Background: an optimization exercise with open tools, aiming at small area and a short achievable clock period. Do not read the settings as production practice. Where RTL was checked, it was by simulation tests only, not by an equivalence proof against the original. Power and IR drop assume default switching activity.

// Convolution
module Convolution(
    input clk,
    input rst_n,
    input in_valid,
    input weight_valid,
    input [7:0] In_IFM_1,
    input [7:0] In_IFM_2,
    input [7:0] In_IFM_3,
    input [7:0] In_IFM_4,
    input [7:0] In_IFM_5,
    input [7:0] In_IFM_6,
    input [7:0] In_IFM_7,
    input [7:0] In_IFM_8,
    input [7:0] In_IFM_9,
    input [7:0] In_Weight_1,
    input [7:0] In_Weight_2,
    input [7:0] In_Weight_3,
    input [7:0] In_Weight_4,
    input [7:0] In_Weight_5,
    input [7:0] In_Weight_6,
    input [7:0] In_Weight_7,
    input [7:0] In_Weight_8,
    input [7:0] In_Weight_9,
    output reg out_valid,
    output reg [20:0] Out_OFM
);
reg [7:0] xn1, wn1;
reg [7:0] xn2, wn2;
reg [7:0] xn3, wn3;
reg [7:0] xn4, wn4;
reg [7:0] xn5, wn5;
reg [7:0] xn6, wn6;
reg [7:0] xn7, wn7;
reg [7:0] xn8, wn8;
reg [7:0] xn9, wn9;
always @(posedge clk) begin
    xn1 <= In_IFM_1;
    xn2 <= In_IFM_2;
    xn3 <= In_IFM_3;
    xn4 <= In_IFM_4;
    xn5 <= In_IFM_5;
    xn6 <= In_IFM_6;
    xn7 <= In_IFM_7;
    xn8 <= In_IFM_8;
    xn9 <= In_IFM_9;
    if (weight_valid) begin
        wn1 <= In_Weight_1;
        wn2 <= In_Weight_2;
        wn3 <= In_Weight_3;
        wn4 <= In_Weight_4;
        wn5 <= In_Weight_5;
        wn6 <= In_Weight_6;
        wn7 <= In_Weight_7;
        wn8 <= In_Weight_8;
        wn9 <= In_Weight_9;
    end
end
reg [4:0] vpipe;
always @(posedge clk or negedge rst_n) begin
    if (!rst_n) begin
        vpipe <= 0;
        out_valid <= 1'b0;
    end else begin
        vpipe <= {vpipe[3:0], in_valid};
        out_valid <= vpipe[4];
    end
end
reg r0_0;
reg r0_1;
reg r0_2;
reg r0_3;
reg r0_4;
reg r0_5;
reg r0_6;
reg r0_7;
reg r0_8;
reg r0_9;
reg r0_10;
reg r0_11;
reg r0_12;
reg r0_13;
reg r0_14;
reg r0_15;
reg r0_16;
reg r0_17;
reg r0_18;
reg r0_19;
reg r0_20;
reg r0_21;
reg r0_22;
reg r0_23;
reg r0_24;
reg r0_25;
reg r0_26;
reg r0_27;
reg r0_28;
reg r0_29;
reg r0_30;
reg r0_31;
reg r0_32;
reg r0_33;
reg r0_34;
reg r0_35;
reg r0_36;
reg r0_37;
reg r0_38;
reg r0_39;
reg r0_40;
reg r0_41;
reg r0_42;
reg r0_43;
reg r0_44;
reg r0_45;
reg r0_46;
reg r0_47;
reg r0_48;
reg r0_49;
reg r0_50;
reg r0_51;
reg r0_52;
reg r0_53;
reg r0_54;
reg r0_55;
reg r0_56;
reg r0_57;
reg r0_58;
reg r0_59;
reg r0_60;
reg r0_61;
reg r0_62;
reg r0_63;
reg r0_64;
reg r0_65;
reg r0_66;
reg r0_67;
reg r0_68;
reg r0_69;
reg r0_70;
reg r0_71;
  ...
Size in the first run: roughly 1900 cells after synthesis, ~580 flip-flops, ~170 I/O pins, about 27000 sq um of cells after synthesis.
clock: 5.5 ns
lec_check: 0
cap_margin: 20
core_margin: 2
core_utilization: 60
place_density: 0.7
setup_slack_margin: 3.25
slew_margin: 20
synth_hierarchical: 1
synth_minimum_keep_size: 0
standard.sh (not shown) runs the stock make flow with config.mk's settings and CLKGATE_MAP_FILE= SYNTH_SCRIPT=/design/flow/synth_recipe.tcl, a recipe that flattens the netlist after the stock synthesis.
==> flow/flow/run.sh <==
#!/bin/bash
# Standard ORFS layout, with plain buf_1 cells as the port buffers (the resizer
# may upsize them) instead of the delay-buffer cells buffer_ports picks itself,
# and clock tree synthesis without dummy loads, on clkbuf_8 cells in
# smaller sink clusters.
set -euo pipefail
bash standard.sh finish \
  "BUFFER_PORTS_ARGS=-buffer_cell sky130_fd_sc_hd__buf_1" \
  "CTS_ARGS=-sink_clustering_enable -repair_clock_nets -sink_clustering_size 12 -sink_clustering_max_diameter 40 -dont_use_dummy_load -buf_list sky130_fd_sc_hd__clkbuf_8" \
  > orfs_flow.log 2>&1
Then changed:
==> flow/flow/run.sh (replaced) <==
#!/bin/bash
# Standard ORFS layout, with plain buf_1 cells as the port buffers (the resizer
# may upsize them) instead of the delay-buffer cells buffer_ports picks itself.
set -euo pipefail
bash standard.sh finish "BUFFER_PORTS_ARGS=-buffer_cell sky130_fd_sc_hd__buf_1" > orfs_flow.log 2>&1
--- a/flow/config.mk
+++ b/flow/config.mk
@@ -10,2 +10,3 @@
-export CORE_UTILIZATION = 60
-export PLACE_DENSITY = 0.7
+export CORE_UTILIZATION = 40
+export CTS_CLUSTER_DIAMETER = 60
+export CTS_CLUSTER_SIZE = 22
What happened: Sequential power barely changes; fmax climbs by 0.34%; clock-buffer cell count drops by 24.
Then changed:
==> flow/flow/run.sh (replaced) <==
#!/bin/bash
# Standard ORFS layout, with plain buf_1 cells as the port buffers (the resizer
# may upsize them) instead of the delay-buffer cells buffer_ports picks itself,
# and clock tree synthesis without dummy loads, on clkbuf_8 cells in
# smaller sink clusters.
set -euo pipefail
bash standard.sh finish \
  "BUFFER_PORTS_ARGS=-buffer_cell sky130_fd_sc_hd__buf_1" \
  "CTS_ARGS=-sink_clustering_enable -repair_clock_nets -sink_clustering_size 16 -sink_clustering_max_diameter 50 -dont_use_dummy_load -buf_list sky130_fd_sc_hd__clkbuf_8" \
  > orfs_flow.log 2>&1
--- a/flow/config.mk
+++ b/flow/config.mk
@@ -10,4 +10,3 @@
-export CORE_UTILIZATION = 40
-export CTS_CLUSTER_DIAMETER = 60
-export CTS_CLUSTER_SIZE = 22
-export SETUP_SLACK_MARGIN = 3.25
+export CORE_UTILIZATION = 60
+export PLACE_DENSITY = 0.7
+export SETUP_SLACK_MARGIN = 3.35
Total power falls by 11%.
Hold slack degrades by 0.036 ns.
Die area is lower by 33%.
Fmax is lower by 0.75%.
Worst setup slack degrades by 0.017 ns.
Sequential power is about the same.
Routed wire length falls by 10%.
Then changed:
==> flow/flow/run.sh (replaced) <==
#!/bin/bash
# Standard ORFS layout, with plain buf_1 cells as the port buffers (the resizer
# may upsize them) instead of the delay-buffer cells buffer_ports picks itself.
set -euo pipefail
bash standard.sh finish "BUFFER_PORTS_ARGS=-buffer_cell sky130_fd_sc_hd__buf_1" > orfs_flow.log 2>&1
--- a/flow/config.mk
+++ b/flow/config.mk
@@ -10,3 +10,2 @@
-export CORE_UTILIZATION = 60
-export PLACE_DENSITY = 0.7
-export SETUP_SLACK_MARGIN = 3.35
+export CORE_UTILIZATION = 40
+export SETUP_SLACK_MARGIN = 3.45
Result:
- The new run produced a clean layout
- combinational power grows by 6.1%
- design area increases by 9.1%
- wire length went up by 13%

========
## P
Convolution, a different RTL version from the one above (not shown whole).
Size: roughly 26000 µm² of cells after synthesis.
export LEC_CHECK = 0
export CAP_MARGIN = 20
export CORE_MARGIN = 2
export CORE_UTILIZATION = 40
export SETUP_SLACK_MARGIN = 3.3
export SLEW_MARGIN = 20
export SYNTH_HIERARCHICAL = 1
export SYNTH_MINIMUM_KEEP_SIZE = 0
create_clock -name core_clock -period 5.5 [get_ports {clk}]
run.sh (not shown) runs the stock make flow with config.mk's settings and CLKGATE_MAP_FILE= SYNTH_SCRIPT=/design/flow/synth_recipe.tcl, a recipe that flattens the netlist after the stock synthesis.
Stock flow here: none of the scripts above is used.
P went all the way through synthesis, placement and routing and the layout is clean on timing, DRC and antenna.
Inputs modified between P and Q:
Settings: SETUP_SLACK_MARGIN: 3.3 -> 3.6.
### Flow results
- Compare Q and P | final instance area higher: Q
- Setup slack: Q better than P
- Going from P to Q, detailed-route wire length on metal 1 saw an increase; last weighted congestion value of the routability-driven placer saw a decrease; number of global-route vias before repair saw a decrease; placement-stage cell area saw an increase.
- Q ends up with higher count of cells along the worst register-to-register path than P does.
## Diff of input files: R against Q
Settings: SETUP_SLACK_MARGIN removed (was 3.6).
Findings:
Looking at worst setup path startpoint, the wn3[3] result is from Q; the xn9[4] one comes from R.
Where via count is concerned, Q is outperformed by R.
Diff Q..R | synthesized area | unchanged
Q → R: starting DRC count in detailed routing went up; wire length on met1 fell by 1.4 mm.
Compared with Q, R degrades register-to-register slack.
Relative to Q, the met3 global-route usage of R is higher by 0.33 points.
In the flow results for Q and R, the overall fraction of global-route tracks in use is larger on Q.
Of the two candidates, Q has the worse internal power of the cells and R the better one.
No functional check of the RTL was part of any run of this note.

========
Convolution with an RTL version that a note above also has.
Size: about 170 I/O pins.
clock: 5.5 ns
lec_check: 0
cap_margin: 20
core_margin: 2
core_utilization: 55
place_density: 0.65
setup_slack_margin: 3.25
slew_margin: 20
synth_hierarchical: 1
synth_minimum_keep_size: 0
standard.sh (not shown) runs the stock make flow with config.mk's settings and CLKGATE_MAP_FILE= SYNTH_SCRIPT=/design/flow/synth_recipe.tcl, a recipe that flattens the netlist after the stock synthesis.
==> flow/flow/run.sh <==
#!/bin/bash
# Standard ORFS layout, with plain buf_1 cells as the port buffers (the resizer
# may upsize them) instead of the delay-buffer cells buffer_ports picks itself,
# and clock tree synthesis without dummy loads, on clkbuf_8 cells in
# smaller sink clusters.
set -euo pipefail
bash standard.sh finish \
  "BUFFER_PORTS_ARGS=-buffer_cell sky130_fd_sc_hd__buf_1" \
  "CTS_ARGS=-sink_clustering_enable -repair_clock_nets -sink_clustering_size 16 -sink_clustering_max_diameter 50 -dont_use_dummy_load -buf_list sky130_fd_sc_hd__clkbuf_8" \
  > orfs_flow.log 2>&1
The starting point completed with no timing, DRC or antenna violations.
Edit:
Settings changed: ABC_AREA set to 1, CORE_UTILIZATION 55 to 60, PLACE_DENSITY 0.65 to 0.7.
Power barely changes.
Critical path depth does not change.
Via count rises by 3.5%.
Setup slack loses 0.0038 ns.
Global-route usage rose by 2.4 points.
Final area increases by 0.35%.
Final cell count rose by 1.8%.
Edit:
==> flow/flow/run.sh (replaced) <==
#!/bin/bash
# Standard ORFS layout, with plain buf_1 cells as the port buffers (the resizer
# may upsize them) instead of the delay-buffer cells buffer_ports picks itself.
set -euo pipefail
bash standard.sh finish "BUFFER_PORTS_ARGS=-buffer_cell sky130_fd_sc_hd__buf_1" > orfs_flow.log 2>&1
Settings changed: ABC_AREA 1 to unset, CORE_UTILIZATION 60 to 40, PLACE_DENSITY 0.7 to unset.
Sequential share of layout area is lower by 2.5 points; via count is lower by about 2.5%; sequential power stays flat; global-route usage is lower by 8.8 points.
Edit:
Settings changed: CORE_UTILIZATION 40 to 60, CTS_CLUSTER_DIAMETER set to 60, CTS_CLUSTER_SIZE set to 22, PLACE_DENSITY set to 0.7.
Sequential cell count is unchanged.
Worst setup slack gains 0.012 ns.
Total power goes down by 8.7%.
Wire length goes down by 10%.
Non-clock buffer count is unchanged.
Design area goes down by 4.3%.
Register-to-register slack barely changes.

========
== run 4 ==
Another version of the RTL of Convolution (not shown whole).
Size: roughly 2,100 cells after synthesis, ~580 flip-flops, roughly 27,000 µm² of cells after synthesis.
## Convolution
module Convolution(
    input clk,
    input rst_n,
    input in_valid,
    input weight_valid,
    input [7:0] In_IFM_1,
    input [7:0] In_IFM_2,
    input [7:0] In_IFM_3,
    input [7:0] In_IFM_4,
    input [7:0] In_IFM_5,
    input [7:0] In_IFM_6,
    input [7:0] In_IFM_7,
    input [7:0] In_IFM_8,
    input [7:0] In_IFM_9,
    input [7:0] In_Weight_1,
    input [7:0] In_Weight_2,
    input [7:0] In_Weight_3,
    input [7:0] In_Weight_4,
    input [7:0] In_Weight_5,
    input [7:0] In_Weight_6,
    input [7:0] In_Weight_7,
    input [7:0] In_Weight_8,
    input [7:0] In_Weight_9,
    output reg out_valid,
    output reg [20:0] Out_OFM
);
clock: 5.5 ns
lec_check: 0
cap_margin: 20
core_margin: 2
core_utilization: 40
setup_slack_margin: 3.25
slew_margin: 20
synth_hierarchical: 1
synth_minimum_keep_size: 0
run.sh (not shown) runs the stock make flow with config.mk's settings and CLKGATE_MAP_FILE= SYNTH_SCRIPT=/design/flow/synth_recipe.tcl, a recipe that flattens the netlist after the stock synthesis.
Stock flow here: none of the scripts above is used.
Run 4: done, clean on timing, DRC and antenna
The inputs of run 2 differ from those of run 4 as listed below.
==> flow/flow/run.sh (new file) <==
#!/bin/bash
# Standard ORFS layout, with plain buf_1 cells as the port buffers (the resizer
# may upsize them) instead of the delay-buffer cells buffer_ports picks itself.
set -euo pipefail
bash standard.sh finish "BUFFER_PORTS_ARGS=-buffer_cell sky130_fd_sc_hd__buf_1" > orfs_flow.log 2>&1
==> flow/standard.sh (new file) <==
#!/bin/bash
# synth_recipe.tcl (not shown) runs the flow's synth.tcl, then flattens the netlist and writes it again
# the make line also repeats each setting of config.mk as NAME=value (left out here)
make -C /OpenROAD-flow-scripts/flow DESIGN_CONFIG=/design/flow/config.mk WORK_HOME=/design/flow/orfs CLKGATE_MAP_FILE= SYNTH_SCRIPT=/design/flow/synth_recipe.tcl "${@:-finish}"
removed: flow/run.sh
Findings:
Relative to run 4, the worst max-slew margin expressed relative to the limit of run 2 is higher by 20 points. Cmp run 2 vs run 4: power lower in run 2. Clock power on run 2 is down relative to run 4. There was hardly any difference in first-pass GRT wire length between run 2 and run 4. Of the two values seen for uppermost layer routed, met4 was produced by run 2 and met5 by run 4.
No run of this note included a check of the RTL's function; only the layout flow was run.

========
RTL: one of the versions met above, not the one the previous note started from.
Size: ~1900 cells after synthesis, about 580 flip-flops, ~170 I/O pins, about 0.027 mm^2 of cells after synthesis.
// Convolution
module Convolution(
    input clk,
    input rst_n,
    input in_valid,
    input weight_valid,
    input [7:0] In_IFM_1,
    input [7:0] In_IFM_2,
    input [7:0] In_IFM_3,
    input [7:0] In_IFM_4,
    input [7:0] In_IFM_5,
    input [7:0] In_IFM_6,
    input [7:0] In_IFM_7,
    input [7:0] In_IFM_8,
    input [7:0] In_IFM_9,
    input [7:0] In_Weight_1,
    input [7:0] In_Weight_2,
    input [7:0] In_Weight_3,
    input [7:0] In_Weight_4,
    input [7:0] In_Weight_5,
    input [7:0] In_Weight_6,
    input [7:0] In_Weight_7,
    input [7:0] In_Weight_8,
    input [7:0] In_Weight_9,
    output reg out_valid,
    output reg [20:0] Out_OFM
);
export LEC_CHECK = 0
export CAP_MARGIN = 20
export CORE_MARGIN = 2
export CORE_UTILIZATION = 70
export PLACE_DENSITY = 0.8
export SETUP_SLACK_MARGIN = 3.25
export SLEW_MARGIN = 20
export SYNTH_HIERARCHICAL = 1
export SYNTH_MINIMUM_KEEP_SIZE = 0
create_clock -name core_clock -period 5.5 [get_ports {clk}]
standard.sh (not shown) runs the stock make flow with config.mk's settings and CLKGATE_MAP_FILE= SYNTH_SCRIPT=/design/flow/synth_recipe.tcl, a recipe that flattens the netlist after the stock synthesis.
==> flow/flow/run.sh <==
#!/bin/bash
# Standard ORFS layout, with plain buf_1 cells as the port buffers (the resizer
# may upsize them) instead of the delay-buffer cells buffer_ports picks itself,
# and clock tree synthesis without dummy loads.
set -euo pipefail
bash standard.sh finish \
  "BUFFER_PORTS_ARGS=-buffer_cell sky130_fd_sc_hd__buf_1" \
  "CTS_ARGS=-sink_clustering_enable -repair_clock_nets -sink_clustering_size 22 -sink_clustering_max_diameter 60 -dont_use_dummy_load" \
  > orfs_flow.log 2>&1
==> next run, changes <==
- CORE_UTILIZATION: 70 -> 60
- PLACE_DENSITY: 0.8 -> 0.7
- SETUP_SLACK_MARGIN: 3.25 -> 3.15
Effect:
- The changed run completed with no timing, DRC or antenna violations
- synthesized cell count stays the same
- setup slack improved by 0.073 ns
- final cell count went up by about 3%
- cell area came out higher by 0.47%
==> next run, changes <==
--- a/flow/flow/run.sh
+++ b/flow/flow/run.sh
@@ -4 +4,2 @@
-# and clock tree synthesis without dummy loads.
+# and clock tree synthesis without dummy loads, on clkbuf_8 cells in
+# smaller sink clusters.
@@ -8 +9 @@
-  "CTS_ARGS=-sink_clustering_enable -repair_clock_nets -sink_clustering_size 22 -sink_clustering_max_diameter 60 -dont_use_dummy_load" \
+  "CTS_ARGS=-sink_clustering_enable -repair_clock_nets -sink_clustering_size 16 -sink_clustering_max_diameter 50 -dont_use_dummy_load -buf_list sky130_fd_sc_hd__clkbuf_8" \
- SETUP_SLACK_MARGIN: 3.15 -> 3.25
Effect:
- first-iteration DRC count goes down by 13%
- count of clock-buffer cells in the layout goes up by 9
- power goes down by about 3.7%
- synthesized cell count is unchanged
==> next run, changes <==
==> flow/flow/run.sh (replaced) <==
#!/bin/bash
# Standard ORFS layout, with plain buf_1 cells as the port buffers (the resizer
# may upsize them) instead of the delay-buffer cells buffer_ports picks itself,
# and clock tree synthesis without dummy loads.
set -euo pipefail
bash standard.sh finish \
  "BUFFER_PORTS_ARGS=-buffer_cell sky130_fd_sc_hd__buf_1" \
  "CTS_ARGS=-sink_clustering_enable -repair_clock_nets -sink_clustering_size 22 -sink_clustering_max_diameter 60 -dont_use_dummy_load" \
  > orfs_flow.log 2>&1
- CTS_CLUSTER_DIAMETER: not set -> 60
- CTS_CLUSTER_SIZE: not set -> 22
What happened:
- clock-buffer cell count went down by 9
- worst hold slack is better by 0.030 ns
- power went up by 3.8%
- die area does not change
- final area went up by 1.1%
- clock power went up by 26%
- area after synthesis stays the same

[port drivers added, routing unchanged]
No port has a modelled driver above. Below, the same layouts with a new extraction and two added sets of constraints. Step 1: set_driving_cell puts a clkbuf_16 on clk and a buf_2 on each other input, an assumption about the parent block. Step 2, shift: input delay + t, output delay - t, t = (earliest + latest rising clock arrival at the registers) / 2. This alone moves slack from input paths to output paths. Three values: ideal, step 1, step 2; two values: the first two.
run | t, ns | slack for setup (ns) | clock arrival spread, ns | worst slew at a driven data input, ns
the first run of note 1 | 0.687 | 3.291 / 3.236 / 3.001 | 0.066 / 0.066 | 0.04
the second run of note 1 | 0.668 | 3.298 / 3.237 / 2.968 | 0.036 / 0.036 | 0.06
the third run of note 1 | 0.717 | 3.281 / 3.227 / 3.012 | 0.057 / 0.058 | 0.04
the fourth run of note 1 | 0.651 | 3.337 / 3.281 / 2.932 | 0.032 / 0.032 | 0.08
P | 0.686 | 3.147 / 3.147 / 2.905 | 0.037 / 0.037 | 0.08
Q | 0.666 | 3.198 / 3.198 / 3.149 | 0.020 / 0.020 | 0.05
R | 0.686 | 2.660 / 2.660 / 2.660 | 0.039 / 0.039 | 0.07
the first run of note 3 | 0.725 | 3.272 / 3.218 / 2.991 | 0.074 / 0.074 | 0.04
the second run of note 3 | 0.709 | 3.268 / 3.213 / 3.066 | 0.059 / 0.059 | 0.05
the third run of note 3 | 0.651 | 3.319 / 3.264 / 2.955 | 0.034 / 0.033 | 0.08
the fourth run of note 3 | 0.639 | 3.330 / 3.299 / 3.004 | 0.029 / 0.028 | 0.04
run 4 | 0.649 | 3.290 / 3.233 / 3.131 | 0.024 / 0.023 | 0.05
run 2 | 0.651 | 3.338 / 3.278 / 2.970 | 0.029 / 0.029 | 0.05
the first run of note 5 | 0.618 | 3.256 / 3.256 / 3.067 | 0.050 / 0.050 | 0.05
the second run of note 5 | 0.636 | 3.329 / 3.292 / 2.997 | 0.039 / 0.040 | 0.04
the third run of note 5 | 0.718 | 3.280 / 3.226 / 2.993 | 0.054 / 0.055 | 0.04
the fourth run of note 5 | 0.636 | 3.329 / 3.292 / 2.997 | 0.039 / 0.040 | 0.04
After both steps setup and hold are still met in every run listed. The setup slack of the fourth run of note 1, which loses most, moves by -0.056 ns with the drivers and by -0.405 ns with both steps.
